Source: an optimization exercise on an open RTL-to-GDS flow (aim: small area). Production flows keep margins and buffers that such runs may drop.
The RTL was checked by simulation tests, not by an equivalence proof against the original design.

<file path="flow/config.mk">
export PLATFORM = sky130hd
export DESIGN_NAME = RX
export DESIGN_NICKNAME = RX
export VERILOG_FILES = /design/flow/design.v
export SDC_FILE = /design/flow/constraint.sdc
export NUM_CORES = 8
export LEC_CHECK = 0
export CAP_MARGIN = 20
export CORE_MARGIN = 2
export CORE_UTILIZATION = 40
export SLEW_MARGIN = 20
</file>
<file path="flow/constraint.sdc">
create_clock -name core_clock -period 15.0 [get_ports {clk}]
set_input_delay 3.0000 -clock core_clock [delete_from_list [all_inputs] [get_ports {clk}]]
set_output_delay 3.0000 -clock core_clock [all_outputs]
set_load 0.01 [all_outputs]
</file>
<file path="flow/design.v">
`timescale 1ns/1ns
module RX(input clk, input rst, input [51:0]in, input run, input [1:0]cr, input [1:0]mod, output out, output valid);
wire [17:0]x0_demapped, x1_demapped;
wire [1:0]x_deinterleaved;
wire x_decoded, dec_valid;
reg [2:0]widx;      
reg active;         
reg [4:0]step;      
reg [2:0]blk;       
reg at_start;       
wire last_blk = (mod == 2'd0) ? (blk == 3'd0) : (mod == 2'd1) ? (blk == 3'd1) : (mod == 2'd2) ? (blk == 3'd3) : (blk == 3'd5);
wire blk_end = active & (step == 5'd23);
wire sym_end = blk_end & last_blk;
wire first8 = (blk == 3'd0) & (step[4:3] == 2'b00);
wire drain = active & ~(last_blk & step[4]);
wire buf_shift = run | (active & first8);
reg [1:0]widx3;
always @(*) begin
	case (widx)
		3'd0, 3'd3, 3'd6: widx3 = 2'd0;
		3'd1, 3'd4, 3'd7: widx3 = 2'd1;
		default: widx3 = 2'd2;
	endcase
end
always @(posedge clk, negedge rst) begin
	if (~rst) begin
		widx <= 3'd0;
		active <= 1'b0;
		step <= 5'd0;
		blk <= 3'd0;
		at_start <= 1'b1;
	end
	else begin
		if (run)
			widx <= widx + 3'd1;
		if (run & (widx == 3'd7))
			active <= 1'b1;
		else if (sym_end)
			active <= 1'b0;
		if (active) begin
			at_start <= (step == 5'd23);
			step <= (step == 5'd23) ? 5'd0 : step + 5'd1;
			if (step == 5'd23)
				blk <= last_blk ? 3'd0 : blk + 3'd1;
		end
	end
end
demapper_pr rx_demapper(.x_in(in), .mod(mod), .x0_demapped(x0_demapped), .x1_demapped(x1_demapped));
deinterleaver rx_deinterleaver(.clk(clk), .mod(mod), .widx3(widx3), .x0(x0_demapped), .x1(x1_demapped),
	.run(run), .drain(drain), .buf_shift(buf_shift), .sel_buf(first8), .x_deinterleaved(x_deinterleaved));
decoder rx_decoder(.clk(clk), .rst(rst), .x(x_deinterleaved), .start(at_start), .last(blk_end),
	.valid(dec_valid), .x_decoded(x_decoded));
scrambler rx_descrambler(.x(x_decoded), .run(dec_valid), .clk(clk), .reset(rst), .x_scrambled(out), .valid(valid));
endmodule
`timescale 1ns/1ns
module scrambler(input x, input run, input clk, input reset, output reg x_scrambled, output reg valid);
reg [6:0] sb;
wire fb = sb[6] ^ sb[3];
always @(posedge clk)
	x_scrambled <= x ^ fb;
always @(posedge clk, negedge reset) begin
	if (~reset) begin
		sb <= 7'd127;
		valid <= 1'b0;
	end
	else begin
		valid <= run;
		if (run)
			sb <= {sb[5:0], fb};
	end
end
endmodule
`timescale 1ns/1ns
module demapper_pr(input [51:0]x_in, input [1:0]mod, output reg [17:0]x0_demapped, output reg [17:0]x1_demapped);
wire [1:0] q [0:5];
wire [3:0] h [0:5];
wire [5:0] s [0:5];
genvar g;
generate
	for (g = 0; g < 6; g = g + 1) begin : sc
		demapper dm(.x(x_in[8*g+7:8*g]), .d_qpsk(q[g]), .d_16(h[g]), .d_64(s[g]));
	end
endgenerate
integer k;
always @(*) begin
	for (k = 0; k < 18; k = k + 1) begin
		x0_demapped[k] = s[k/6][k%6];
		x1_demapped[k] = s[3+k/6][k%6];
		if (k < 12 && mod != 2'd3) begin
			x0_demapped[k] = h[k/4][k%4];
			x1_demapped[k] = h[3+k/4][k%4];
			if (k < 6 && mod != 2'd2) begin
				x0_demapped[k] = q[k/2][k%2];
				x1_demapped[k] = q[3+k/2][k%2];
				if (k < 3 && mod == 2'd0) begin
					x0_demapped[k] = q[k][0];
					x1_demapped[k] = q[3+k][0];
				end
			end
		end
	end
end
endmodule
`timescale 1ns/1ns
module demapper(input [7:0]x, output [1:0]d_qpsk, output [3:0]d_16, output [5:0]d_64);
function [1:0] qam16;
	input [3:0] n;
	qam16 = (n == 4'h1) ? 2'b11 : (n == 4'h9) ? 2'b10 : (n == 4'h3) ? 2'b01 : 2'b00;
endfunction
function [2:0] qam64;
	input [3:0] n;
	case (n)
		4'h1: qam64 = 3'b011;
		4'h3: qam64 = 3'b111;
		4'h5: qam64 = 3'b101;
		4'h7: qam64 = 3'b001;
		4'h9: qam64 = 3'b010;
		4'hb: qam64 = 3'b110;
		4'hd: qam64 = 3'b100;
		default: qam64 = 3'b000;
	endcase
endfunction
assign d_qpsk = {~x[3], ~x[7]};
assign d_16 = {qam16(x[3:0]), qam16(x[7:4])};
assign d_64 = {qam64(x[3:0]), qam64(x[7:4])};
endmodule
`timescale 1ns/1ns
module deinterleaver(input clk, input [1:0]mod, input [1:0]widx3, input [17:0]x0, input [17:0]x1,
	input run, input drain, input buf_shift, input sel_buf, output [1:0]x_deinterleaved);
reg [135:0]evens, odds;
reg [7:0]buf_e, buf_o;
reg [7:0]dl_e, dl_o;
reg [1:0]inter_mod_even, inter_mod_odd;
wire [17:0]ie, io;
always @(*) begin
	if (mod == 2'd3) begin
		case (widx3)
			2'd0: begin inter_mod_even = 2'd0; inter_mod_odd = 2'd3; end
			2'd1: begin inter_mod_even = 2'd2; inter_mod_odd = 2'd0; end
			default: begin inter_mod_even = 2'd3; inter_mod_odd = 2'd2; end
		endcase
	end
	else begin
		inter_mod_even = 2'd0;
		inter_mod_odd = (mod == 2'd2) ? 2'd1 : 2'd0;
	end
end
interleave2 inter2_even(.inter_mod(inter_mod_even), .in(x0), .out(ie));
interleave2 inter2_odd(.inter_mod(inter_mod_odd), .in(x1), .out(io));
integer j;
always @(posedge clk) begin
	if (run) begin
		for (j = 1; j < 18; j = j + 1) begin
			evens[8*(17-j) +: 7] <= {evens[8*(17-j) +: 6], ie[j]};
			odds[8*(17-j) +: 7] <= {odds[8*(17-j) +: 6], io[j]};
		end
	end
	else if (drain) begin
		for (j = 1; j < 18; j = j + 1) begin
			evens[8*(17-j) +: 7] <= {evens[8*(17-j) +: 6], (j == 17) ? ie[17] : evens[8*(17-j) - 1]};
			odds[8*(17-j) +: 7] <= {odds[8*(17-j) +: 6], (j == 17) ? io[17] : odds[8*(17-j) - 1]};
		end
	end
	for (j = 1; j < 18; j = j + 1) begin
		evens[8*(17-j) + 7] <= evens[8*(17-j) + 6];
		odds[8*(17-j) + 7] <= odds[8*(17-j) + 6];
	end
	if (buf_shift) begin
		buf_e[6:0] <= {buf_e[5:0], ie[0]};
		buf_o[6:0] <= {buf_o[5:0], io[0]};
	end
	buf_e[7] <= buf_e[6];
	buf_o[7] <= buf_o[6];
	dl_e <= {dl_e[6:0], evens[135]};
	dl_o <= {dl_o[6:0], odds[135]};
end
assign x_deinterleaved = sel_buf ? {buf_e[7], buf_o[7]} : {dl_e[7], dl_o[7]};
endmodule
`timescale 1ns/1ns
module interleave2(input [1:0]inter_mod, input [17:0]in, output reg [17:0]out);
integer g;
always @(*) begin
	for (g = 0; g < 3; g = g + 1) begin
		case (inter_mod)
			2'd3: out[6*g +: 6] = {in[6*g+3], in[6*g+5], in[6*g+4], in[6*g+0], in[6*g+2], in[6*g+1]};
			2'd2: out[6*g +: 6] = {in[6*g+4], in[6*g+3], in[6*g+5], in[6*g+1], in[6*g+0], in[6*g+2]};
			2'd1: out[6*g +: 6] = (g == 2) ? in[6*g +: 6] : {in[6*g+4], in[6*g+5], in[6*g+2], in[6*g+3], in[6*g+0], in[6*g+1]};
			default: out[6*g +: 6] = in[6*g +: 6];
		endcase
	end
end
endmodule
`timescale 1ns/1ns
module decoder(input clk, input rst, input [1:0]x, input start, input last, output reg valid, output x_decoded);
reg [255:0]metrics;
reg [18*49-1:0]dec_rows;
reg [5:0]mpn0;
reg tb_now;
reg [23:0]out_reg;
reg [4:0]count2;
wire [255:0]nm;
wire [63:0]dec;
wire [5:0]best;
wire [17:0]tb_bits;
wire fam = x[1] ^ x[0];
reg [15:0]dec_up;
integer q;
always @(*)
	for (q = 0; q < 16; q = q + 1)
		dec_up[q] = dec[32 + 2*q + (fam ^ (q >= 8))];
acs u_acs(.x(x), .start(start), .start_state(mpn0), .metrics(metrics), .new_metrics(nm), .dec(dec));
argmin64 u_argmin(.m(nm), .fam(fam), .idx(best));
traceback u_tb(.rows(dec_rows), .state(mpn0), .bits(tb_bits));
always @(posedge clk) begin
	metrics <= nm;
	dec_rows <= {dec_rows[17*49-1:0], fam, dec_up, dec[31:0]};
	out_reg <= tb_now ? {mpn0, tb_bits} : {1'b0, out_reg[23:1]};
end
always @(posedge clk, negedge rst) begin
	if (~rst) begin
		mpn0 <= 6'd0;
		tb_now <= 1'b0;
		valid <= 1'b0;
		count2 <= 5'd0;
	end
	else begin
		if (last)
			mpn0 <= best;
		tb_now <= last;
		if (tb_now)
			valid <= 1'b1;
		else if (count2 == 5'd23)
			valid <= 1'b0;
		if (valid)
			count2 <= (count2 == 5'd23) ? 5'd0 : count2 + 5'd1;
	end
end
assign x_decoded = out_reg[0];
endmodule
module acs(input [1:0]x, input start, input [5:0]start_state, input [255:0]metrics, output reg [255:0]new_metrics, output reg [63:0]dec);
localparam [63:0] C0 = 64'hdd2222dd88777788;  
function [3:0] sat_add;
	input [3:0] e;
	input [1:0] d;
	sat_add = ({1'b0, e} + d > 5'd15) ? 4'd15 : e + d;
endfunction
function [1:0] hd;
	input [1:0] a;
	input [1:0] b;
	hd = (a[1] ^ b[1]) + (a[0] ^ b[0]);
endfunction
reg [3:0] e_in [0:63];
reg [1:0] p, bm0, bm1;
reg [3:0] ca, cb;
integer i;
always @(*) begin
	for (i = 0; i < 64; i = i + 1)
		e_in[i] = start ? ((start_state == i) ? 4'd0 : 4'd15) : metrics[4*i +: 4];
	for (i = 0; i < 32; i = i + 1) begin
		p = C0[2*i +: 2];
		bm0 = hd(x, p);
		bm1 = hd(x, ~p);
		ca = sat_add(e_in[2*i], bm0);
		cb = sat_add(e_in[2*i+1], bm1);
		dec[i] = cb < ca;
		new_metrics[4*i +: 4] = (cb < ca) ? cb : ca;
		ca = sat_add(e_in[2*i], bm1);
		cb = sat_add(e_in[2*i+1], bm0);
		dec[i+32] = cb < ca;
		new_metrics[4*(i+32) +: 4] = (cb < ca) ? cb : ca;
	end
end
endmodule
module argmin64(input [255:0]m, input fam, output [5:0]idx);
function [6:0] amin8;   
	input [31:0] v;
	reg [7:0] alive, t;
	reg [3:0] mn;
	reg [2:0] li;
	integer n, b;
	begin
		alive = 8'hff;
		for (b = 3; b >= 0; b = b - 1) begin
			for (n = 0; n < 8; n = n + 1) t[n] = alive[n] & ~v[4*n+b];
			mn[b] = ~|t;
			for (n = 0; n < 8; n = n + 1) alive[n] = alive[n] & (~v[4*n+b] | mn[b]);
		end
		li = 3'd0;
		for (n = 7; n >= 0; n = n - 1) if (alive[n]) li = n;
		amin8 = {mn, li};
	end
endfunction
function [6:0] amin6;   
	input [23:0] v;
	reg [5:0] alive, t;
	reg [3:0] mn;
	reg [2:0] li;
	integer n, b;
	begin
		alive = 6'h3f;
		for (b = 3; b >= 0; b = b - 1) begin
			for (n = 0; n < 6; n = n + 1) t[n] = alive[n] & ~v[4*n+b];
			mn[b] = ~|t;
			for (n = 0; n < 6; n = n + 1) alive[n] = alive[n] & (~v[4*n+b] | mn[b]);
		end
		li = 3'd0;
		for (n = 5; n >= 0; n = n - 1) if (alive[n]) li = n;
		amin6 = {mn, li};
	end
endfunction
reg [191:0] c;
reg [23:0] gm;
reg [17:0] gi;
reg [6:0] r;
reg [2:0] g, li;
reg [3:0] kk;
reg [5:0] id;
integer q;
always @(*) begin
	c[127:0] = m[127:0];
	for (q = 0; q < 16; q = q + 1)
		c[128 + 4*q +: 4] = m[4*(32 + 2*q + (fam ^ (q >= 8))) +: 4];
	for (q = 0; q < 6; q = q + 1) begin
		r = amin8(c[32*q +: 32]);
		gm[4*q +: 4] = r[6:3];
		gi[3*q +: 3] = r[2:0];
	end
	r = amin6(gm);
	g = r[2:0];
	li = gi[3*g +: 3];
	kk = {g[0], li};
	id = (g < 3'd4) ? {1'b0, g[1:0], li} : {1'b1, kk, fam ^ kk[3]};
end
assign idx = id;
endmodule
module traceback(input [18*49-1:0]rows, input [5:0]state, output reg [17:0]bits);
function sel49;
	input [48:0] r;
	input [5:0] s;
	reg [15:0] le, lo, u;
	reg [7:0] le2, lo2, u2;
	reg [3:0] le3, lo3, u3;
	reg [1:0] le4, lo4, u4;
	reg l0, l1, uu, o0, o1;
	integer j;
	begin
		for (j = 0; j < 16; j = j + 1) begin
			le[j] = r[2*j];
			lo[j] = r[2*j + 1];
			u[j] = r[32 + j];
		end
		for (j = 0; j < 8; j = j + 1) begin
			le2[j] = s[4] ? le[8 + j] : le[j];
			lo2[j] = s[4] ? lo[8 + j] : lo[j];
			u2[j] = s[4] ? u[8 + j] : u[j];
		end
		for (j = 0; j < 4; j = j + 1) begin
			le3[j] = s[3] ? le2[4 + j] : le2[j];
			lo3[j] = s[3] ? lo2[4 + j] : lo2[j];
			u3[j] = s[3] ? u2[4 + j] : u2[j];
		end
		for (j = 0; j < 2; j = j + 1) begin
			le4[j] = s[2] ? le3[2 + j] : le3[j];
			lo4[j] = s[2] ? lo3[2 + j] : lo3[j];
			u4[j] = s[2] ? u3[2 + j] : u3[j];
		end
		l0 = s[1] ? le4[1] : le4[0];
		l1 = s[1] ? lo4[1] : lo4[0];
		uu = s[1] ? u4[1] : u4[0];
		o0 = (s[5] && (s[4] == r[48])) ? uu : l0;
		o1 = (s[5] && (s[4] != r[48])) ? uu : l1;
		sel49 = s[0] ? o1 : o0;
	end
endfunction
reg [5:0] st;
integer k;
always @(*) begin
	st = state;
	for (k = 0; k < 18; k = k + 1) begin
		bits[17-k] = sel49(rows[49*k +: 49], st);
		st = {st[4:0], bits[17-k]};
	end
end
endmodule
</file>
<file path="flow/flow/run.sh">
#!/bin/bash
# Own flow: the standard layout (standard.sh's make command), with
#  - synthesis mapped by ABC for area (flow/area_synth.tcl), and
#  - the extra make variables listed in flow/make_vars.txt (one VAR=value
#    per line), e.g. the clock tree's arguments.
# Registers, their names and types, and every step from floorplan on are the
# standard flow's. make's output goes to flow_make.log; ORFS writes each
# step's log under orfs/logs/.
set -euo pipefail
here=$(pwd)
extra="SYNTH_SCRIPT=${here}/flow/area_synth.tcl"
if [[ -f flow/make_vars.txt ]]; then
  while IFS= read -r line; do
    [[ -z "$line" || "$line" == \#* ]] && continue
    extra="${extra} '${line}'"
  done < flow/make_vars.txt
fi
sed -E "s#SYNTH_SCRIPT=[^ ]+#${extra}#" standard.sh > area_standard.sh
bash area_standard.sh > flow_make.log 2>&1
</file>
<file path="flow/flow/abc_area_map.script">
strash; dc2; dch -f; amap
</file>
<file path="flow/flow/area_synth.tcl">
# synth_recipe.tcl with an area-oriented ABC script.
set area_abc_script [file join [file dirname [file normalize [info script]]] abc_area_map.script]
proc synth {args} { yosys synth -nofsm -noshare {*}$args }
proc extract_fa {args} { puts "extract_fa skipped (area flow)" }
proc abc {args} {
  set i [lsearch -exact $args -script]
  if { $i >= 0 } {
    lset args [expr { $i + 1 }] $::area_abc_script
  }
  set i [lsearch -exact $args -D]
  if { $i >= 0 } {
    lset args [expr { $i + 1 }] 12000
  } else {
    lappend args -D 12000
  }
  yosys abc {*}$args
}
source $::env(SCRIPTS_DIR)/synth.tcl
# left out here: clear keep_hierarchy, flatten, clean up, hide names made inside functions, write 1_2_yosys.v
</file>
<file path="flow/flow/make_vars.txt">
CTS_ARGS=-sink_clustering_enable -repair_clock_nets -sink_clustering_size 24 -sink_clustering_max_diameter 100 -dont_use_dummy_load
BUFFER_PORTS_ARGS=-buffer_cell sky130_fd_sc_hd__buf_1
</file>
<file path="flow/standard.sh">
#!/bin/bash
# synth_recipe.tcl (not shown) runs the flow's synth.tcl, then flattens the netlist and writes it again
# the make line also repeats each setting of config.mk as NAME=value (left out here)
make -C /OpenROAD-flow-scripts/flow DESIGN_CONFIG=/design/flow/config.mk WORK_HOME=/design/flow/orfs CLKGATE_MAP_FILE= SYNTH_SCRIPT=/design/flow/synth_recipe.tcl "${@:-finish}"
</file>
==> metrics.md, run 1 <==
| Metric | Value |
|---|---|
| Status | `complete, no violations` |
| 1st-iter DRT viols | `about 4.4k` |
| Die area | `between 100000 and 150000 sq um` |
| GRT Overall Usage | `approximately 23%` |
| CP arrival | `roughly 14000 ps` |
| RSZ-0062 raised after global routing | `no` |
| Slowest cell on the critical path | `dfrtp_2` |
| Buf/Inv on CP | `13` |
| Slew Viols, Final | `0` |
| CP peak stage delay | `approximately 570 ps` |
| Max reg flops | `just under 900` |
| Initial antenna violation count | `4` |
| Mapped Cells | `~6.4k` |
| Final hold violations | `0` |
| Register clock-pin slew on the reported worst setup and hold paths | `about 90 ps` |
| Slew HR | `between 20% and 30%` |
| CP Capture Type | `flip-flop` |
| Clk latency of the worst-skew pair | `between 600 and 700 ps` |
| Ys Warns | `11` |
| Drt pass-1 iters | `7` |
| Post-synth EDFFs | `approximately 250` |
| Critical hold path startpoint | `rx_deinterleaver.dl_o[6]$_DFF_P_` |
| First-pass GRT wire length | `264800 um` |
| Finished Cell Area | `around 63000 sq um` |
| Total congestion overflow | `0` |
| Period utilisation layout | `92.47%` |
| Die height | `around 380 um` |
| Reg-to-reg startpoint | `rx_decoder.mpn0[3]$_DFFE_PN0P_` |
| WS Path Type | `reg2reg` |
| Biggest regs | `rx_decoder.dec_rows (882), rx_decoder.metrics (256)` |
| Antenna-violating nets left | `0` |
| Num Clock Sinks | `between 1.5k and 2k` |
| Initial Util | `between 40% and 50%` |
| Critical path startpoint category | `flip-flop` |
| IO buf count | `54` |
| Post-synth ARST share | `between 2 and 2.5%` |
| Cts bufs inserted | `75` |
| Leading area contributor after synthesis | `dfxtp_1` |
| Most used cell, CP | `a31oi_4` |
| Post-DP HPWL | `129200 um` |
| Crit-path leading delay family | `compound AO/OA/AOI/OAI gates` |
| Final min period | `around 14000 ps` |
| Mapped cell area | `between 50000 and 60000 sq um` |
| Num ports | `between 60 and 70` |
| Placer Congestion | `0.9857` |
| Avg Cell Area, Syn | `about 9 sq um` |
| Worst-margin pin slew | `about 1100 ps` |
| Synthesized net count | `roughly 6.5k` |
| CTS tree | `yes` |
| Synth Flop Type | `dfxtp_1` |
| Synth cell types | `50` |
| Flops & latches, synth | `around 1.5k` |
| Maxcap violations | `0` |
| Crit. Startpoint | `rx_decoder.mpn0[3]$_DFFE_PN0P_` |
| Vias | `around 50k` |
| Max Root-Sink Buffers | `3` |
| Seq/Total Area, Yosys | `56.77%` |
| Core Region | `approximately 140000 sq um` |
| Vias in the first global route | `roughly 45k` |
| CP required | `around 16000 ps` |
| Clk root buf | `clkbuf_16` |
| Yosys top cell area share | `between 40 and 50%` |
| Layout cells sized above 1 | `3.437%` |
| WHS | `~290 ps` |
| Min-delay worst type | `reg2reg` |
| Endpoints failing setup | `0` |
| Synth top area cells | `dfxtp_1 (42%), edfxtp_1 (13%), nor2_1 (10%), o22ai_1 (8.3%), o21ai_0 (3.7%)` |
| WL final | `approximately 180000 um` |
| Fin nets | `6665` |
| Largest net degree at the start of global routing | `between 100 and 150` |
| Row count | `~140` |
| Placed cell area | `61420 sq um` |
| Layout area overhead | `9.790%` |
| Post-DR wirelength/cell | `between 20 and 25 um` |
| Crit-path max FO | `50` |
| Die Wd | `between 300 and 400 um` |
| Max Freq | `between 70 and 80 MHz` |
| Hold_buf cts | `0` |
| Vias/cell | `just under 6` |
| Final Core Density | `~44%` |
| Drt drc | `0` |
| Clock skew | `between 80 and 90 ps` |
| Biggest register | `rx_decoder.dec_rows` |
| H-tree depth | `3` |
## synthesized netlist by cell type, types with 47 or more instances
master,count
a21oi_1,347
a221oi_1,87
a22oi_1,86
clkinv_1,454
dfxtp_1,1215
edfxtp_1,252
nand2_1,410
nor2_1,1552
nor2b_1,47
nor3_1,106
o21ai_0,425
o221ai_1,49
o22a_1,125
o22ai_1,761
## stage by stage
step	cells	TNS, ps	setup slack, ps
after floorplan	6394	-13050	-3318
after global placement	8427	0	525.0
after detailed placement	8429	0	364.1
after CTS	8504	0	342.7
after global routing	8507	0	185.2
final	8510	0	1130
## worst register-to-register path: cells and delay by family, from the launching register on
family	cells	cell delay (ps)
DFF	1	570
buffers and inverters	13	3560
AOI/OAI and AO/OA	31	7180
and+or+nand+nor	8	2440
## cells in the final DEF, fill, tap and decap left out, types with 44 or more instances in the layout
| cell type | n |
|---|---|
| clkinv_1 | 435 |
| a21oi_1 | 347 |
| clkbuf_16 | 75 |
| buf_1 | 53 |
| o32ai_1 | 44 |
| dfxtp_1 | 1215 |
| o22ai_1 | 752 |
| a221oi_1 | 87 |
| nor2b_1 | 47 |
| a22oi_1 | 86 |
| nor3_1 | 103 |
| o21ai_0 | 417 |
| o221ai_1 | 47 |
| edfxtp_1 | 252 |
| nand2_1 | 410 |
| nor2_1 | 1539 |
| buf_4 | 73 |
| o22a_1 | 125 |
## layout make-up
type | count | area [sq um]
clock buffer | 75 | 1877
multi-input combinational | 4440 | 23630
inverter | 454 | 1831
sequential | 1501 | 32760
tap | 1903 | 2381
fill | 14000 | 79970
timing repair buffer | 134 | 857.1
antenna | 3 | 7.507
## cells by family after synthesis
logic type                share of synthesized area, %
and+or+nand+nor                                  15.55
AOI/OAI and AO/OA                                24.69
DFF                                              56.77
buffers and inverters                            2.954
xor gates and xnor gates                       0.03037
## layer usage
metal	wire length, um	vias to the layer above	track usage [%]
met3	10380	418	3.158
met4	9874	4	11.31
li1	-	23960	-
met5	27	-	0
met2	80430	1584	37.69
met1	75050	23250	29.79
## path summary, 6_finish.rpt
path / to / slack, ps / depth (start not counted)
min in group asynchronous: rx_decoder.mpn0[1]$_DFFE_PN0P_ / 2490 / 1
max in group asynchronous: rx_decoder.mpn0[2]$_DFFE_PN0P_ / 11790 / 1
setup / recovery: rx_decoder.out_reg[0]$_DFF_P_ / 1130 / 52
setup reg to reg: rx_decoder.out_reg[0]$_DFF_P_ / 1130 / 52
hold reg to reg: rx_deinterleaver.dl_o[7]$_DFF_P_ / 290 / 0
hold / removal: rx_deinterleaver.dl_o[7]$_DFF_P_ / 290 / 0
## timing repair
action                                  in CTS  in global routing
gates resized for setup                      0                  3
hold endpoints to repair                     0                  0
endpoints found under the setup margin       0                  2
buffers inserted                             0                  2
==> run 2: changes to the inputs <==
--- a/flow/design.v
+++ b/flow/design.v
@@ -192,28 +192,30 @@
 endmodule
 `timescale 1ns/1ns
 module decoder(input clk, input rst, input [1:0]x, input start, input last, output reg valid, output x_decoded);
-reg [255:0]metrics;
+reg [127:0]met_lo;       
+reg [63:0]met_hi;        
+reg fam_q;               
 reg [18*49-1:0]dec_rows;
 reg [5:0]mpn0;
 reg tb_now;
 reg [23:0]out_reg;
 reg [4:0]count2;
-wire [255:0]nm;
-wire [63:0]dec;
+wire [127:0]nm_lo;
+wire [63:0]nm_hi;
+wire [31:0]dec_lo;
+wire [15:0]dec_hi;
 wire [5:0]best;
 wire [17:0]tb_bits;
 wire fam = x[1] ^ x[0];
-reg [15:0]dec_up;
-integer q;
-always @(*)
-	for (q = 0; q < 16; q = q + 1)
-		dec_up[q] = dec[32 + 2*q + (fam ^ (q >= 8))];
-acs u_acs(.x(x), .start(start), .start_state(mpn0), .metrics(metrics), .new_metrics(nm), .dec(dec));
-argmin64 u_argmin(.m(nm), .fam(fam), .idx(best));
+acs u_acs(.x(x), .start(start), .start_state(mpn0), .met_lo(met_lo), .met_hi(met_hi), .fam_q(fam_q),
+	.nm_lo(nm_lo), .nm_hi(nm_hi), .dec_lo(dec_lo), .dec_hi(dec_hi));
+argmin64 u_argmin(.m({nm_hi, nm_lo}), .fam(fam), .idx(best));
 traceback u_tb(.rows(dec_rows), .state(mpn0), .bits(tb_bits));
 always @(posedge clk) begin
-	metrics <= nm;
-	dec_rows <= {dec_rows[17*49-1:0], fam, dec_up, dec[31:0]};
+	met_lo <= nm_lo;
+	met_hi <= nm_hi;
+	fam_q <= fam;
+	dec_rows <= {dec_rows[17*49-1:0], fam, dec_hi, dec_lo};
 	out_reg <= tb_now ? {mpn0, tb_bits} : {1'b0, out_reg[23:1]};
 end
 always @(posedge clk, negedge rst) begin
@@ -237,7 +239,8 @@
 end
 assign x_decoded = out_reg[0];
 endmodule
-module acs(input [1:0]x, input start, input [5:0]start_state, input [255:0]metrics, output reg [255:0]new_metrics, output reg [63:0]dec);
+module acs(input [1:0]x, input start, input [5:0]start_state, input [127:0]met_lo, input [63:0]met_hi, input fam_q,
+	output reg [127:0]nm_lo, output reg [63:0]nm_hi, output reg [31:0]dec_lo, output reg [15:0]dec_hi);
 localparam [63:0] C0 = 64'hdd2222dd88777788;  
 function [3:0] sat_add;
 	input [3:0] e;
@@ -249,29 +252,42 @@
 	input [1:0] b;
 	hd = (a[1] ^ b[1]) + (a[0] ^ b[0]);
 endfunction
+wire fam = x[1] ^ x[0];
+reg [3:0] m [0:63];
 reg [3:0] e_in [0:63];
 reg [1:0] p, bm0, bm1;
 reg [3:0] ca, cb;
-integer i;
+integer i, k, t;
 always @(*) begin
+	for (i = 0; i < 32; i = i + 1) begin
+		m[i] = met_lo[4*i +: 4];
+		m[32 + i] = (((i % 2) ^ (i / 16)) == fam_q) ? met_hi[4*(i/2) +: 4] : met_lo[4*i +: 4];
+	end
 	for (i = 0; i < 64; i = i + 1)
-		e_in[i] = start ? ((start_state == i) ? 4'd0 : 4'd15) : metrics[4*i +: 4];
+		e_in[i] = start ? ((start_state == i) ? 4'd0 : 4'd15) : m[i];
 	for (i = 0; i < 32; i = i + 1) begin
 		p = C0[2*i +: 2];
 		bm0 = hd(x, p);
 		bm1 = hd(x, ~p);
 		ca = sat_add(e_in[2*i], bm0);
 		cb = sat_add(e_in[2*i+1], bm1);
-		dec[i] = cb < ca;
-		new_metrics[4*i +: 4] = (cb < ca) ? cb : ca;
+		dec_lo[i] = cb < ca;
+		nm_lo[4*i +: 4] = (cb < ca) ? cb : ca;
+	end
+	for (k = 0; k < 16; k = k + 1) begin
+		t = fam ^ (k >= 8);
+		i = 2*k + t;
+		p = C0[2*i +: 2];
+		bm0 = hd(x, p);
+		bm1 = hd(x, ~p);
 		ca = sat_add(e_in[2*i], bm1);
 		cb = sat_add(e_in[2*i+1], bm0);
-		dec[i+32] = cb < ca;
-		new_metrics[4*(i+32) +: 4] = (cb < ca) ? cb : ca;
+		dec_hi[k] = cb < ca;
+		nm_hi[4*k +: 4] = (cb < ca) ? cb : ca;
 	end
 end
 endmodule
-module argmin64(input [255:0]m, input fam, output [5:0]idx);
+module argmin64(input [191:0]m, input fam, output [5:0]idx);
 function [6:0] amin8;   
 	input [31:0] v;
 	reg [7:0] alive, t;
@@ -317,9 +333,7 @@
 reg [5:0] id;
 integer q;
 always @(*) begin
-	c[127:0] = m[127:0];
-	for (q = 0; q < 16; q = q + 1)
-		c[128 + 4*q +: 4] = m[4*(32 + 2*q + (fam ^ (q >= 8))) +: 4];
+	c = m[191:0];
 	for (q = 0; q < 6; q = q + 1) begin
 		r = amin8(c[32*q +: 32]);
 		gm[4*q +: 4] = r[6:3];
==> run 2 against run 1 <==
Still clean on timing, DRC and antenna. Routed wire length increased by 3.4%. Core utilization grew 0.17 points. Critical path depth is 1 lower. Sequential share of layout area down 0.87 points. Critical path type unchanged.
==> metrics.md, run 2 <==
| Metric | Value |
|---|---|
| H-tree depth | `3 (unchanged)` |
| CTS tree | `yes` |
| Fin nets | `6511 (-2.3%)` |
| Biggest register | `rx_decoder.dec_rows` |
| CP arrival | `14510 ps (+60 ps)` |
| Antenna-violating nets left | `0 (unchanged)` |
| Setup TNS | `0 ps (unchanged)` |
| Initial Util | `40.26% (about the same)` |
| Met3 WL | `12350 um (+19%)` |
| Leading area contributor after synthesis | `dfxtp_1` |
| Max Root-Sink Buffers | `3 (unchanged)` |
| Most frequent cells in the layout | `dfxtp_1 (1150), nor2_1 (1027), nand2_1 (707)` |
| Synth Flop Type | `dfxtp_1` |
| Min-delay worst type | `reg2reg` |
| Slowest cell on the critical path | `dfrtp_2` |
| Synth top area cells | `dfxtp_1 (41%), edfxtp_1 (13%), o22ai_1 (7.4%), nor2_1 (6.9%), nand2_1 (4.7%)` |
| Num ports | `61 (unchanged)` |
| Worst-margin pin slew | `1134 ps (-4.223 ps)` |
| Post-synth EDFFs | `252 (unchanged)` |
| CP peak stage delay | `600 ps (+30 ps)` |
| Max reg flops | `882 (unchanged)` |
| RSZ-0062 raised after global routing | `no` |
| IO buf count | `54 (unchanged)` |
| Initial antenna violation count | `6 (+2)` |
| Met2 WL | `82330 um (+2.4%)` |
| Uppermost layer routed | `met5` |
| Most used cell, CP | `a31oi_1` |
| Layout area overhead | `10.20%` |
| CP required | `15610 ps (+30 ps)` |
| Row count | `137 (-1.4%)` |
| Mapped cell area | `56170 sq um (-2.6%)` |
| WL final | `181800 um (+3.4%)` |
| Ys Warns | `12 (+1)` |
| Final min period | `13900 ps (+32.84 ps)` |
| Die area | `143400 sq um (-2.6%)` |
| Critical path startpoint category | `flip-flop` |
| Mapped Cells | `6223 (-2.7%)` |
| Seq/Total Area, Yosys | `56.02% (-0.75 points)` |
| Cts bufs inserted | `75 (unchanged)` |
| Core Region | `139500 sq um (-2.6%)` |
| Crit-path max FO | `54 (+8.0%)` |
| Largest net degree at the start of global routing | `130 (+13%)` |
| Yosys top cell area share | `41.02% (-1.1 points)` |
| Num Clock Sinks | `1437 (-4.3%)` |
| # diodes | `0 (-3)` |
| Buf/Inv on CP | `12 (-1)` |
| Clock skew | `117.3 ps (+32.18 ps)` |
| WHS | `308.0 ps (+20.25 ps)` |
| Clk root buf | `clkbuf_16` |
| Synthesized net count | `6282 (-2.6%)` |
| R2R setup slack | `1100 ps (-30 ps)` |
| Crit-path leading delay family | `compound AO/OA/AOI/OAI gates` |
| CP Capture Type | `flip-flop` |
| Slew Viols, Final | `0 (unchanged)` |
| Register clock-pin slew on the reported worst setup and hold paths | `90 ps (about the same)` |
| Most frequent cells after synthesis | `dfxtp_1 (1151), nor2_1 (1040), nand2_1 (707), o22ai_1 (664), clkinv_1 (543)` |
| Clk latency of the worst-skew pair | `690 ps (about the same)` |
| Avg Cell Area, Syn | `9.027 sq um (about the same)` |
| Biggest regs | `rx_decoder.dec_rows (882), rx_deinterleaver.evens (136), rx_deinterleaver.odds (136)` |
| Maxcap violations | `0 (unchanged)` |
| Placer Congestion | `1.017 (+3.1%)` |
| Final hold violations | `0 (unchanged)` |
| Flops & latches, synth | `1437 (-4.3%)` |
| Post-synth ARST share | `2.366% (+0.10 points)` |
| Die height | `378.7 um (-1.3%)` |
| Status | `complete, no violations` |
| Endpoints failing setup | `0 (unchanged)` |
| Commonest non-fill, non-tap cell in the layout | `dfxtp_1` |
| Max Freq | `71.93 MHz (-0.24%)` |
| Vias/cell | `5.822 (+0.67%)` |
| 1st-iter DRT viols | `4350 (-1.2%)` |
| Total congestion overflow | `0 (unchanged)` |
| Vias in the first global route | `44.36k (-2.4%)` |
| Post-DP HPWL | `134200 um (+3.9%)` |
| Hold_buf cts | `0 (unchanged)` |
| WS Path Type | `reg2reg` |
| Most common cell in the netlist | `dfxtp_1` |
| Drt drc | `0 (unchanged)` |
| Layout cells sized above 1 | `3.783% (+0.35 points)` |
| Slew HR | `23.81% (-0.30 points)` |
| GRT Overall Usage | `24.47% (+1.5 points)` |
| Post-DR wirelength/cell | `21.83 um (+5.7%)` |
| First-pass GRT wire length | `268200 um (+1.3%)` |
| Drt pass-1 iters | `7 (unchanged)` |
| Synth cell types | `51 (+2.0%)` |
| Period utilisation layout | `92.69% (+0.22 points)` |
| Die Wd | `378.7 um (-1.3%)` |
| M1 WL | `76760 um (+2.3%)` |
| Vias | `48.47k (-1.5%)` |
## run 2: cell types whose count changed in the layout (fill, tap and decap cells not counted), sizes merged, moves of 33 or more
| cell | previous run | this run |
|---|---|---|
| a31oi | 28 | 145 |
| clkinv | 453 | 541 |
| o21a | 18 | 51 |
| nor2 | 1553 | 1042 |
| nand2 | 410 | 707 |
| dfxtp | 1215 | 1151 |
| nor3 | 106 | 72 |
| o22ai | 761 | 664 |
## run 2: area by class of cell
cell class	count	area (sq um)
inverter	543	2212
timing repair buffer	150	953.4
clock buffer	75	1877
sequential	1437	31480
tap	1876	2347
multi-input combinational	4245	23040
fill	13610	77630
## run 2: logic make-up after synthesis
| kind of cell | after synthesis | share of synthesized area (%) |
|---|---|---|
| flops | 1437 | 56.02 |
| compound gates | 2217 | 25.78 |
| buf+inv | 543 | 3.628 |
| xor+xnor | 1 | 0.01559 |
| simple gates | 2025 | 14.55 |
## run 2: worst register-to-register path: cells and delay by family, from the launching register on
kind	cells	cell delay, ps
buffers and inverters	12	3420
and+or+nand+nor	7	1930
DFF	1	600
AOI/OAI and AO/OA	32	7860
## run 2: worst paths after layout
check | startpoint | end | cells after the start
min in group asynchronous | rst | rx_decoder.mpn0[2]$_DFFE_PN0P_ | 1
max | rx_decoder.mpn0[3]$_DFFE_PN0P_ | rx_decoder.out_reg[0]$_DFF_P_ | 51
max reg2reg | rx_decoder.mpn0[3]$_DFFE_PN0P_ | rx_decoder.out_reg[0]$_DFF_P_ | 51
min reg2reg | rx_decoder.dec_rows[519]$_DFF_P_ | rx_decoder.dec_rows[568]$_DFF_P_ | 0
min | rx_decoder.dec_rows[519]$_DFF_P_ | rx_decoder.dec_rows[568]$_DFF_P_ | 0
max in group asynchronous | rst | rx_decoder.mpn0[3]$_DFFE_PN0P_ | 1
## run 2: repair_timing
action,CTS,global route
endpoints found under the setup margin,0,2
gates resized for setup,0,2
endpoints found under the hold margin,0,0
setup buffers,0,0
## run 2: routing by layer
metal	track usage (%)	up-vias
li1	-	23400
met3	3.838	403
met5	0	-
met4	12.21	8
met2	39.57	1741
met1	31.75	22920
## run 2: through the flow
| stage | setup slack (ps) | std cells | util [%] | cell area, sq um |
|---|---|---|---|---|
| floorplan | -4730 | 6223 | - | 56650 |
| global placement | 336.4 | 8248 | 42.98 | 59970 |
| detailed placement | 262.5 | 8249 | 42.99 | 59990 |
| CTS | 237.0 | 8324 | 44.34 | 61870 |
| global route | 16.89 | 8326 | 44.37 | 61910 |
| finish | 1097 | 8326 | 44.37 | 61910 |
==> run 3: changes to the inputs <==
--- a/flow/design.v
+++ b/flow/design.v
@@ -7,7 +7,6 @@
 reg active;         
 reg [4:0]step;      
 reg [2:0]blk;       
-reg at_start;       
 wire last_blk = (mod == 2'd0) ? (blk == 3'd0) : (mod == 2'd1) ? (blk == 3'd1) : (mod == 2'd2) ? (blk == 3'd3) : (blk == 3'd5);
 wire blk_end = active & (step == 5'd23);
 wire sym_end = blk_end & last_blk;
@@ -28,7 +27,6 @@
 		active <= 1'b0;
 		step <= 5'd0;
 		blk <= 3'd0;
-		at_start <= 1'b1;
 	end
 	else begin
 		if (run)
@@ -38,7 +36,6 @@
 		else if (sym_end)
 			active <= 1'b0;
 		if (active) begin
-			at_start <= (step == 5'd23);
 			step <= (step == 5'd23) ? 5'd0 : step + 5'd1;
 			if (step == 5'd23)
 				blk <= last_blk ? 3'd0 : blk + 3'd1;
@@ -48,7 +45,7 @@
 demapper_pr rx_demapper(.x_in(in), .mod(mod), .x0_demapped(x0_demapped), .x1_demapped(x1_demapped));
 deinterleaver rx_deinterleaver(.clk(clk), .mod(mod), .widx3(widx3), .x0(x0_demapped), .x1(x1_demapped),
 	.run(run), .drain(drain), .buf_shift(buf_shift), .sel_buf(first8), .x_deinterleaved(x_deinterleaved));
-decoder rx_decoder(.clk(clk), .rst(rst), .x(x_deinterleaved), .start(at_start), .last(blk_end),
+decoder rx_decoder(.clk(clk), .rst(rst), .x(x_deinterleaved), .active(active), .last(blk_end),
 	.valid(dec_valid), .x_decoded(x_decoded));
 scrambler rx_descrambler(.x(x_decoded), .run(dec_valid), .clk(clk), .reset(rst), .x_scrambled(out), .valid(valid));
 endmodule
@@ -191,7 +188,7 @@
 end
 endmodule
 `timescale 1ns/1ns
-module decoder(input clk, input rst, input [1:0]x, input start, input last, output reg valid, output x_decoded);
+module decoder(input clk, input rst, input [1:0]x, input active, input last, output reg valid, output x_decoded);
 reg [127:0]met_lo;       
 reg [63:0]met_hi;        
 reg fam_q;               
@@ -207,14 +204,25 @@
 wire [5:0]best;
 wire [17:0]tb_bits;
 wire fam = x[1] ^ x[0];
-acs u_acs(.x(x), .start(start), .start_state(mpn0), .met_lo(met_lo), .met_hi(met_hi), .fam_q(fam_q),
+acs u_acs(.x(x), .met_lo(met_lo), .met_hi(met_hi), .fam_q(fam_q),
 	.nm_lo(nm_lo), .nm_hi(nm_hi), .dec_lo(dec_lo), .dec_hi(dec_hi));
+wire restart = last | ~active;
+wire [5:0] b = last ? best : mpn0;
+reg [127:0] init_lo;
+reg [63:0] init_hi;
+integer r;
+always @(*) begin
+	for (r = 0; r < 32; r = r + 1)
+		init_lo[4*r +: 4] = (b == r) ? 4'd0 : 4'd15;
+	for (r = 0; r < 16; r = r + 1)
+		init_hi[4*r +: 4] = (b[5] && (b[4:1] == r)) ? 4'd0 : 4'd15;
+end
 argmin64 u_argmin(.m({nm_hi, nm_lo}), .fam(fam), .idx(best));
 traceback u_tb(.rows(dec_rows), .state(mpn0), .bits(tb_bits));
 always @(posedge clk) begin
-	met_lo <= nm_lo;
-	met_hi <= nm_hi;
-	fam_q <= fam;
+	met_lo <= restart ? init_lo : nm_lo;
+	met_hi <= restart ? init_hi : nm_hi;
+	fam_q <= restart ? (b[0] ^ b[4]) : fam;
 	dec_rows <= {dec_rows[17*49-1:0], fam, dec_hi, dec_lo};
 	out_reg <= tb_now ? {mpn0, tb_bits} : {1'b0, out_reg[23:1]};
 end
@@ -239,7 +247,7 @@
 end
 assign x_decoded = out_reg[0];
 endmodule
-module acs(input [1:0]x, input start, input [5:0]start_state, input [127:0]met_lo, input [63:0]met_hi, input fam_q,
+module acs(input [1:0]x, input [127:0]met_lo, input [63:0]met_hi, input fam_q,
 	output reg [127:0]nm_lo, output reg [63:0]nm_hi, output reg [31:0]dec_lo, output reg [15:0]dec_hi);
 localparam [63:0] C0 = 64'hdd2222dd88777788;  
 function [3:0] sat_add;
@@ -264,7 +272,7 @@
 		m[32 + i] = (((i % 2) ^ (i / 16)) == fam_q) ? met_hi[4*(i/2) +: 4] : met_lo[4*i +: 4];
 	end
 	for (i = 0; i < 64; i = i + 1)
-		e_in[i] = start ? ((start_state == i) ? 4'd0 : 4'd15) : m[i];
+		e_in[i] = m[i];
 	for (i = 0; i < 32; i = i + 1) begin
 		p = C0[2*i +: 2];
 		bm0 = hd(x, p);
@@ -278,8 +286,8 @@
 		t = fam ^ (k >= 8);
 		i = 2*k + t;
 		p = C0[2*i +: 2];
-		bm0 = hd(x, p);
-		bm1 = hd(x, ~p);
+		bm0 = (x == p) ? 2'd0 : 2'd2;
+		bm1 = 2'd2 - bm0;
 		ca = sat_add(e_in[2*i], bm1);
 		cb = sat_add(e_in[2*i+1], bm0);
 		dec_hi[k] = cb < ca;
==> run 3 against run 2 <==
Still clean. Global-route usage rose by 0.31 points. Sequential share of layout area up 0.24 points. Die area down 0.81%. Via count down 0.52%. Flip-flop and latch count unchanged. Worst hold slack improved by 6.2 ps. Cell area is 0.49% lower. Routed wire length is 0.44% higher. Critical endpoint unchanged.
==> metrics.md, run 3 <==
| Metric | Value |
|---|---|
| Status | `complete, no violations` |
| Register clock-pin slew on the reported worst setup and hold paths | `90 ps (about the same)` |
| Die height | `377.2 um (-0.41%)` |
| 1st-iter DRT viols | `4690 (+7.8%)` |
| Ys Warns | `12 (unchanged)` |
| Commonest non-fill, non-tap cell in the layout | `dfxtp_1` |
| CP peak stage delay | `660 ps (+60 ps)` |
| Buf/Inv on CP | `15 (+3)` |
| Final Worst Setup Slack | `1003 ps (-94.03 ps)` |
| Placer Congestion | `0.9931 (-2.3%)` |
| Drt pass-1 iters | `6 (-1)` |
| Crit-path max FO | `55 (+1.9%)` |
| Antenna-violating nets left | `0 (unchanged)` |
| Clock skew | `94.39 ps (-22.89 ps)` |
| Reg area | `31470 sq um (about the same)` |
| Vias | `48.22k (-0.52%)` |
| Slowest cell on the critical path | `dfrtp_4` |
| Post-synth ARST share | `2.296% (-0.070 points)` |
| Clk latency of the worst-skew pair | `710 ps (+20 ps)` |
| Most common cell in the netlist | `dfxtp_1` |
| First-pass GRT wire length | `270000 um (+0.65%)` |
| Avg Cell Area, Syn | `9.326 sq um (+3.3%)` |
| Total congestion overflow | `0 (unchanged)` |
| IO buf count | `54 (unchanged)` |
| Most frequent cells after synthesis | `dfxtp_1 (1152), nor2_1 (814), o22ai_1 (804), o21ai_0 (571), clkinv_1 (482)` |
| Post-synth EDFFs | `252 (unchanged)` |
| Initial antenna violation count | `10 (+4)` |
| Final Core Density | `44.69% (+0.33 points)` |
| WS Path Type | `reg2reg` |
| Critical path startpoint category | `flip-flop` |
| Synthesized net count | `6033 (-4.0%)` |
| Synth Flop Type | `dfxtp_1` |
| Synth top area cells | `dfxtp_1 (41%), edfxtp_1 (14%), o22ai_1 (9.0%), nor2_1 (5.5%), o21ai_0 (5.1%)` |
| Die area | `142300 sq um (-0.81%)` |
| Most frequent cells in the layout | `dfxtp_1 (1151), nor2_1 (808), o22ai_1 (800)` |
| Largest net degree at the start of global routing | `242 (+86%)` |
| Flops & latches, synth | `1437 (unchanged)` |
| Synth cell types | `51 (unchanged)` |
| Fillers | `13.30k (-2.3%)` |
| CP arrival | `14560 ps (+50 ps)` |
| Slew HR | `24.27% (+0.46 points)` |
| Post-DR wirelength/cell | `22.74 um (+4.2%)` |
| Fin nets | `6291 (-3.4%)` |
| Layout area overhead | `10.57%` |
| Vias in the first global route | `44.09k (-0.59%)` |
| Clk root buf | `clkbuf_16` |
| Post-DP HPWL | `134400 um (+0.15%)` |
| Num Clock Sinks | `1437 (unchanged)` |
| RSZ-0062 raised after global routing | `no` |
| Cts bufs inserted | `74 (-1.3%)` |
| Mapped Cells | `5974 (-4.0%)` |
| Max reg flops | `882 (unchanged)` |
| GRT Overall Usage | `24.77% (+0.31 points)` |
| Maxcap violations | `0 (unchanged)` |
| Final min period | `14000 ps (+94.03 ps)` |
| H-tree depth | `3 (unchanged)` |
| Seq/Total Area, Yosys | `56.48% (+0.45 points)` |
| Die Wd | `377.2 um (-0.41%)` |
| Max Root-Sink Buffers | `3 (unchanged)` |
| Drt drc | `0 (unchanged)` |
| Pre-CTS setup slack | `362.4 ps (+99.86 ps)` |
| Most used cell, CP | `a31oi_4` |
| Num ports | `61 (unchanged)` |
| Max Freq | `71.44 MHz (-0.67%)` |
| Min-delay worst type | `reg2reg` |
| Final hold violations | `0 (unchanged)` |
| Vias/cell | `6.006 (+3.2%)` |
| Mapped cell area | `55710 sq um (-0.82%)` |
| WL final | `182600 um (+0.44%)` |
| Biggest regs | `rx_decoder.dec_rows (882), rx_deinterleaver.evens (136), rx_deinterleaver.odds (136)` |
| Initial Util | `40.42% (+0.16 points)` |
| Layout cells sized above 1 | `4.510% (+0.73 points)` |
| Row count | `136 (-0.73%)` |
| Period utilisation layout | `93.31% (+0.63 points)` |
| Yosys top cell area share | `41.40% (+0.38 points)` |
| Biggest register | `rx_decoder.dec_rows` |
| CP Capture Type | `flip-flop` |
| Leading area contributor after synthesis | `dfxtp_1` |
| Endpoints failing setup | `0 (unchanged)` |
| Multi-input logic area | `22830 sq um (-0.88%)` |
| CTS tree | `yes` |
| Crit-path leading delay family | `compound AO/OA/AOI/OAI gates` |
| Worst-margin pin slew | `1124 ps (-10.03 ps)` |
| CP required | `15560 ps (-50 ps)` |
| Core Region | `137800 sq um (-1.2%)` |
| Slew Viols, Final | `0 (unchanged)` |
## run 3: changes by cell type in the layout (fill, tap and decap cells not counted), moves of 28 or more
cell,delta
o21ai_0,+161
clkinv_1,-64
o32ai_1,-29
o22ai_1,+143
buf_4,+30
nor3_1,+71
nor2b_1,+32
nor2_1,-219
or2_0,-31
nand2_1,-281
a222oi_1,-28
a31oi_1,-92
## run 3: final timing paths
check                                                 startpoint                                  end  slack (ps)  cells past startpoint
max                                 rx_decoder.mpn0[2]$_DFF_PN0_        rx_decoder.out_reg[0]$_DFF_P_        1000                     53
min                        rx_deinterleaver.evens[110]$_DFFE_PP_  rx_deinterleaver.evens[111]$_DFF_P_         310                      0
max reg2reg                         rx_decoder.mpn0[2]$_DFF_PN0_        rx_decoder.out_reg[0]$_DFF_P_        1000                     53
min reg2reg                rx_deinterleaver.evens[110]$_DFFE_PP_  rx_deinterleaver.evens[111]$_DFF_P_         310                      0
max in group asynchronous                                    rst         rx_decoder.mpn0[2]$_DFF_PN0_       11770                      1
min in group asynchronous                                    rst     rx_decoder.count2[1]$_DFFE_PN0P_        2500                      1
## run 3: final cells by class
| cell class | instances | area share (%) |
|---|---|---|
| antenna | 5 | 0.02031 |
| clock buffer | 74 | 3.006 |
| inverter | 482 | 3.197 |
| multi-input combinational | 4055 | 37.07 |
| sequential | 1437 | 51.09 |
| tap | 1794 | 3.644 |
| timing repair buffer | 182 | 1.978 |
## run 3: repair_timing
item	in CTS	in global routing
resized for setup	0	2
setup endpoints to repair	0	1
setup buffers	0	8
hold buffers	0	0
## run 3: logic make-up (layout without fill, tap and decap cells)
logic type	after synthesis	in the layout	share of synthesized area (%)
compound gates	2435	2435	28.06
flops	1437	1437	56.48
other cells	0	5	0
buf+inv	482	738	3.247
simple gates	1620	1620	12.21
## run 3: routing by layer
metal / global-route usage (%) / part of all wire (%) / up-vias
li1: - / - / 23130
met1: 32.68 / 43 / 22990
met2: 40.26 / 46 / 1735
met3: 3.159 / 6.3 / 363
met4: 11.77 / 5.4 / 6
met5: 0 / 0.021 / -
## run 3: stage by stage
step	hold slack, ps	std cells	instance area, sq um	TNS, ps
6_report	314.2	8029	61600	0
5_1_grt	318.1	8024	61590	0
4_1_cts	304.0	8016	61520	0
3_5_place_dp	314.4	7942	59670	0
3_3_place_gp	311.7	7940	59630	0
2_1_floorplan	309.6	5974	56200	-54690
==> run 4: changes to the inputs <==
--- a/flow/design.v
+++ b/flow/design.v
@@ -10,9 +10,8 @@
 wire last_blk = (mod == 2'd0) ? (blk == 3'd0) : (mod == 2'd1) ? (blk == 3'd1) : (mod == 2'd2) ? (blk == 3'd3) : (blk == 3'd5);
 wire blk_end = active & (step == 5'd23);
 wire sym_end = blk_end & last_blk;
-wire first8 = (blk == 3'd0) & (step[4:3] == 2'b00);
-wire drain = active & ~(last_blk & step[4]);
-wire buf_shift = run | (active & first8);
+wire tail = active & last_blk & step[4];
+wire drain = active & ~tail;
 reg [1:0]widx3;
 always @(*) begin
 	case (widx)
@@ -43,8 +42,8 @@
 	end
 end
 demapper_pr rx_demapper(.x_in(in), .mod(mod), .x0_demapped(x0_demapped), .x1_demapped(x1_demapped));
-deinterleaver rx_deinterleaver(.clk(clk), .mod(mod), .widx3(widx3), .x0(x0_demapped), .x1(x1_demapped),
-	.run(run), .drain(drain), .buf_shift(buf_shift), .sel_buf(first8), .x_deinterleaved(x_deinterleaved));
+deinterleaver rx_deinterleaver(.clk(clk), .mod(mod), .widx3(widx3), .widx(widx), .x0(x0_demapped), .x1(x1_demapped),
+	.run(run), .drain(drain), .tail(tail), .x_deinterleaved(x_deinterleaved));
 decoder rx_decoder(.clk(clk), .rst(rst), .x(x_deinterleaved), .active(active), .last(blk_end),
 	.valid(dec_valid), .x_decoded(x_decoded));
 scrambler rx_descrambler(.x(x_decoded), .run(dec_valid), .clk(clk), .reset(rst), .x_scrambled(out), .valid(valid));
@@ -122,11 +121,9 @@
 assign d_64 = {qam64(x[3:0]), qam64(x[7:4])};
 endmodule
 `timescale 1ns/1ns
-module deinterleaver(input clk, input [1:0]mod, input [1:0]widx3, input [17:0]x0, input [17:0]x1,
-	input run, input drain, input buf_shift, input sel_buf, output [1:0]x_deinterleaved);
-reg [135:0]evens, odds;
-reg [7:0]buf_e, buf_o;
-reg [7:0]dl_e, dl_o;
+module deinterleaver(input clk, input [1:0]mod, input [1:0]widx3, input [2:0]widx, input [17:0]x0, input [17:0]x1,
+	input run, input drain, input tail, output [1:0]x_deinterleaved);
+reg [143:0]evens, odds;
 reg [1:0]inter_mod_even, inter_mod_odd;
 wire [17:0]ie, io;
 always @(*) begin
@@ -144,34 +141,26 @@
 end
 interleave2 inter2_even(.inter_mod(inter_mod_even), .in(x0), .out(ie));
 interleave2 inter2_odd(.inter_mod(inter_mod_odd), .in(x1), .out(io));
-integer j;
+integer j, i;
 always @(posedge clk) begin
-	if (run) begin
-		for (j = 1; j < 18; j = j + 1) begin
-			evens[8*(17-j) +: 7] <= {evens[8*(17-j) +: 6], ie[j]};
-			odds[8*(17-j) +: 7] <= {odds[8*(17-j) +: 6], io[j]};
-		end
-	end
-	else if (drain) begin
-		for (j = 1; j < 18; j = j + 1) begin
-			evens[8*(17-j) +: 7] <= {evens[8*(17-j) +: 6], (j == 17) ? ie[17] : evens[8*(17-j) - 1]};
-			odds[8*(17-j) +: 7] <= {odds[8*(17-j) +: 6], (j == 17) ? io[17] : odds[8*(17-j) - 1]};
+	for (j = 0; j < 18; j = j + 1) begin
+		for (i = 0; i < 7; i = i + 1) begin
+			if (run || drain || (j == 0 && tail && widx <= i)) begin
+				if (i == 0) begin
+					evens[8*(17-j)] <= run ? ie[j] : (j == 17) ? ie[17] : evens[8*(17-j) - 1];
+					odds[8*(17-j)] <= run ? io[j] : (j == 17) ? io[17] : odds[8*(17-j) - 1];
+				end
+				else begin
+					evens[8*(17-j) + i] <= evens[8*(17-j) + i - 1];
+					odds[8*(17-j) + i] <= odds[8*(17-j) + i - 1];
+				end
+			end
 		end
-	end
-	for (j = 1; j < 18; j = j + 1) begin
 		evens[8*(17-j) + 7] <= evens[8*(17-j) + 6];
 		odds[8*(17-j) + 7] <= odds[8*(17-j) + 6];
 	end
-	if (buf_shift) begin
-		buf_e[6:0] <= {buf_e[5:0], ie[0]};
-		buf_o[6:0] <= {buf_o[5:0], io[0]};
-	end
-	buf_e[7] <= buf_e[6];
-	buf_o[7] <= buf_o[6];
-	dl_e <= {dl_e[6:0], evens[135]};
-	dl_o <= {dl_o[6:0], odds[135]};
 end
-assign x_deinterleaved = sel_buf ? {buf_e[7], buf_o[7]} : {dl_e[7], dl_o[7]};
+assign x_deinterleaved = {evens[143], odds[143]};
 endmodule
 `timescale 1ns/1ns
 module interleave2(input [1:0]inter_mod, input [17:0]in, output reg [17:0]out);
==> run 4 against run 3 <==
Core utilization fell by 0.36 points. Routed wire length shrank 4.2%. Maximum frequency shrank 0.98%.
==> metrics.md, run 4 <==
| Metric | Value |
|---|---|
| Post-DP HPWL | `127100 um (-5.4%)` |
| Biggest regs | `rx_decoder.dec_rows (882), rx_deinterleaver.evens (144), rx_deinterleaver.odds (144)` |
| Fin nets | `6276 (-0.24%)` |
| Crit. Startpoint | `rx_decoder.mpn0[2]$_DFF_PN0_` |
| R2R Path End | `rx_decoder.out_reg[0]$_DFF_P_` |
| Total congestion overflow | `0 (unchanged)` |
| IO buf count | `54 (unchanged)` |
| Synthesized net count | `6065 (+0.53%)` |
| Initial Util | `40.31% (-0.11 points)` |
| Most used cell, CP | `a31oi_4` |
| GRT Overall Usage | `23.87% (-0.90 points)` |
| Layout area overhead | `9.973%` |
| Vias | `47.54k (-1.4%)` |
| Drt pass-1 iters | `9 (+3)` |
| Most common cell in the netlist | `dfxtp_1` |
| Register clock-pin slew on the reported worst setup and hold paths | `90 ps (about the same)` |
| R2R setup slack | `860 ps (-140 ps)` |
| Clock skew | `88.44 ps (-5.951 ps)` |
| Drt drc | `0 (unchanged)` |
| Slew HR | `21.91% (-2.4 points)` |
| Die height | `376.2 um (-0.25%)` |
| Seq/Total Area, Yosys | `56.19% (-0.29 points)` |
| Synth top area cells | `dfxtp_1 (41%), edfxtp_1 (14%), o22ai_1 (10%), nor2_1 (5.7%), o21ai_0 (4.7%)` |
| Most frequent cells after synthesis | `dfxtp_1 (1136), o22ai_1 (900), nor2_1 (846), clkinv_1 (627), o21ai_0 (515)` |
| CP required | `15590 ps (+30 ps)` |
| H-tree depth | `3 (unchanged)` |
| Reg2reg path depth | `52 (-1.9%)` |
| Initial antenna violation count | `5 (-5)` |
| WL final | `174900 um (-4.2%)` |
| Worst-margin pin slew | `1166 ps (+41.79 ps)` |
| Post-synth EDFFs | `252 (unchanged)` |
| CP Capture Type | `flip-flop` |
| Maxcap violations | `0 (unchanged)` |
| Layout cells sized above 1 | `3.749% (-0.76 points)` |
| Slew Viols, Final | `0 (unchanged)` |
| Cts bufs inserted | `72 (-2.7%)` |
| Post-DR wirelength/cell | `21.83 um (-4.0%)` |
| Critical Path Sink | `rx_decoder.out_reg[0]$_DFF_P_` |
| Synth cell types | `50 (-2.0%)` |
| CP arrival | `14730 ps (+170 ps)` |
| Die Wd | `376.2 um (-0.25%)` |
| Mapped cell area | `55430 sq um (-0.51%)` |
| Fillers | `13.30k (+0.015%)` |
| Reg-to-reg startpoint | `rx_decoder.mpn0[2]$_DFF_PN0_` |
| Vias in the first global route | `43.59k (-1.1%)` |
| 1st-iter DRT viols | `4701 (+0.23%)` |
| Slowest cell on the critical path | `dfrtp_4` |
| Most frequent cells in the layout | `dfxtp_1 (1134), o22ai_1 (896), nor2_1 (839)` |
| CTS tree | `yes` |
| Ys Warns | `12 (unchanged)` |
| Synth Flop Type | `dfxtp_1` |
| Status | `complete, no violations` |
| Critical path startpoint category | `flip-flop` |
| Commonest non-fill, non-tap cell in the layout | `dfxtp_1` |
| Num Clock Sinks | `1421 (-1.1%)` |
| Crit-path leading delay family | `compound AO/OA/AOI/OAI gates` |
| Clk root buf | `clkbuf_16` |
| Flops & latches, synth | `1421 (-1.1%)` |
| RSZ-0062 raised after global routing | `no` |
| Final min period | `14140 ps (+138.7 ps)` |
| Yosys top cell area share | `41.03% (-0.36 points)` |
| Period utilisation layout | `94.24% (+0.92 points)` |
| WHS | `316.1 ps (+1.965 ps)` |
| Mapped Cells | `6006 (+0.54%)` |
| Vias/cell | `5.935 (-1.2%)` |
| Crit-path max FO | `55 (unchanged)` |
| Leading area contributor after synthesis | `dfxtp_1` |
| Levels on crit path | `52 (-1.9%)` |
| CP peak stage delay | `670 ps (about the same)` |
| First-pass GRT wire length | `262400 um (-2.8%)` |
| Antenna-violating nets left | `0 (unchanged)` |
| Max reg flops | `882 (unchanged)` |
| Min-delay worst type | `reg2reg` |
| Avg Cell Area, Syn | `9.228 sq um (-1.0%)` |
| Core Region | `137500 sq um (-0.25%)` |
| WS Path Type | `reg2reg` |
| Largest net degree at the start of global routing | `180 (-26%)` |
| Clk latency of the worst-skew pair | `710 ps (about the same)` |
| Buf/Inv on CP | `13 (-2)` |
| Row count | `136 (unchanged)` |
| Num ports | `61 (unchanged)` |
| Final Core Density | `44.33% (-0.36 points)` |
| Post-synth ARST share | `2.322% (+0.026 points)` |
| Final hold violations | `0 (unchanged)` |
| Endpoints failing setup | `0 (unchanged)` |
| Max Freq | `70.74 MHz (-0.98%)` |
| Max Root-Sink Buffers | `3 (unchanged)` |
| Biggest register | `rx_decoder.dec_rows` |
| Die area | `141600 sq um (-0.51%)` |
| Placer Congestion | `0.9980 (+0.49%)` |
==> run 4: cell types whose count changed after synthesis, sizes merged, moves of 32 or more <==
cell | previous run | this run
a22oi | 109 | 75
clkinv | 482 | 627
nand2 | 427 | 383
nor2 | 814 | 846
nor2b | 74 | 29
nor3 | 146 | 103
o21ai | 571 | 515
o22ai | 804 | 900
==> run 4: worst min path at each step <==
stage                                                     start  slack (ps)                             endpoint  cells after the start
after floorplan           rx_deinterleaver.evens[102]$_DFFE_PP_         320  rx_deinterleaver.evens[103]$_DFF_P_                      0
after global placement     rx_deinterleaver.evens[30]$_DFFE_PP_         320   rx_deinterleaver.evens[31]$_DFF_P_                      0
after detailed placement  rx_deinterleaver.evens[126]$_DFFE_PP_         330  rx_deinterleaver.evens[127]$_DFF_P_                      0
after CTS                      rx_decoder.dec_rows[115]$_DFF_P_         310     rx_decoder.dec_rows[164]$_DFF_P_                      0
after global routing            rx_decoder.dec_rows[82]$_DFF_P_         310     rx_decoder.dec_rows[131]$_DFF_P_                      0
final                          rx_decoder.dec_rows[119]$_DFF_P_         320     rx_decoder.dec_rows[168]$_DFF_P_                      0
==> run 4: logic make-up after synthesis <==
| family | count (synthesis) | synth area share [%] |
|---|---|---|
| AND/OR/NAND/NOR | 1516 | 11.28 |
| flip-flops | 1421 | 56.19 |
| AO/OA/AOI/OAI | 2441 | 28.27 |
| XOR/XNOR | 1 | 0.01580 |
| buffers and inverters | 627 | 4.246 |
==> run 4: area by class of cell <==
type | instances | area, sq um | area share (%)
sequential | 1421 | 31150 | 51.11
multi-input combinational | 3958 | 22320 | 36.62
inverter | 627 | 2526 | 4.144
tap | 1794 | 2245 | 3.683
clock buffer | 72 | 1802 | 2.956
timing repair buffer | 137 | 899.6 | 1.476
antenna | 2 | 5.005 | 0.008211
==> run 4: per-layer routing <==
layer	GRT usage, %	share of wire (%)
met5	0	0.0091
met4	11.96	5.8
met3	3.391	6.9
met2	37.17	44
met1	32.44	44
==> run 4: repair_timing <==
action / CTS / global route
buffers inserted: 0 / 1
resized for setup: 0 / 8
hold buffers: 0 / 0
endpoints found under the setup margin: 0 / 3
==> run 4: metrics by stage <==
| step | setup WS [ps] | std cells | setup TNS, ps | instance area, sq um |
|---|---|---|---|---|
| floorplan | -5364 | 6006 | -27980 | 55900 |
| global placement | 266.8 | 7935 | 0 | 59040 |
| detailed placement | 174.7 | 7936 | 0 | 59070 |
| CTS | 206.8 | 8008 | 0 | 60870 |
| global route | 2.705 | 8009 | 0 | 60950 |
| finish | 864.4 | 8011 | 0 | 60950 |

[static timing again, ports no longer ideal]
Ports are ideal in the flow. The routed layouts listed here were re-timed in OpenROAD. Step 1 sets driving cells, clkbuf_16 on the clock port and buf_2 on the other inputs (assumed; they add their load-dependent delay and slew). Step 2 moves the port delays by t, midway between the first and last clock arrival at a register: inputs arrive t later, outputs are due t later. That takes back most of the time a late clock gives input paths. a / b / c = ideal ports / drivers / drivers and shift; a / b = the first two.
run | t (ns) | setup slack, ns | hold slack, ns | cell pins on the clock port's net
run 1 | 0.733 | 1.130 / 1.130 / 1.130 | 0.288 / 0.288 / 0.288 | 1
run 2 | 0.731 | 1.097 / 1.097 / 1.097 | 0.308 / 0.308 / 0.308 | 1
run 3 | 0.735 | 1.003 / 1.003 / 1.003 | 0.314 / 0.314 / 0.314 | 1
run 4 | 0.750 | 0.864 / 0.864 / 0.864 | 0.316 / 0.316 / 0.316 | 1
After both steps every run listed still meets setup and hold.
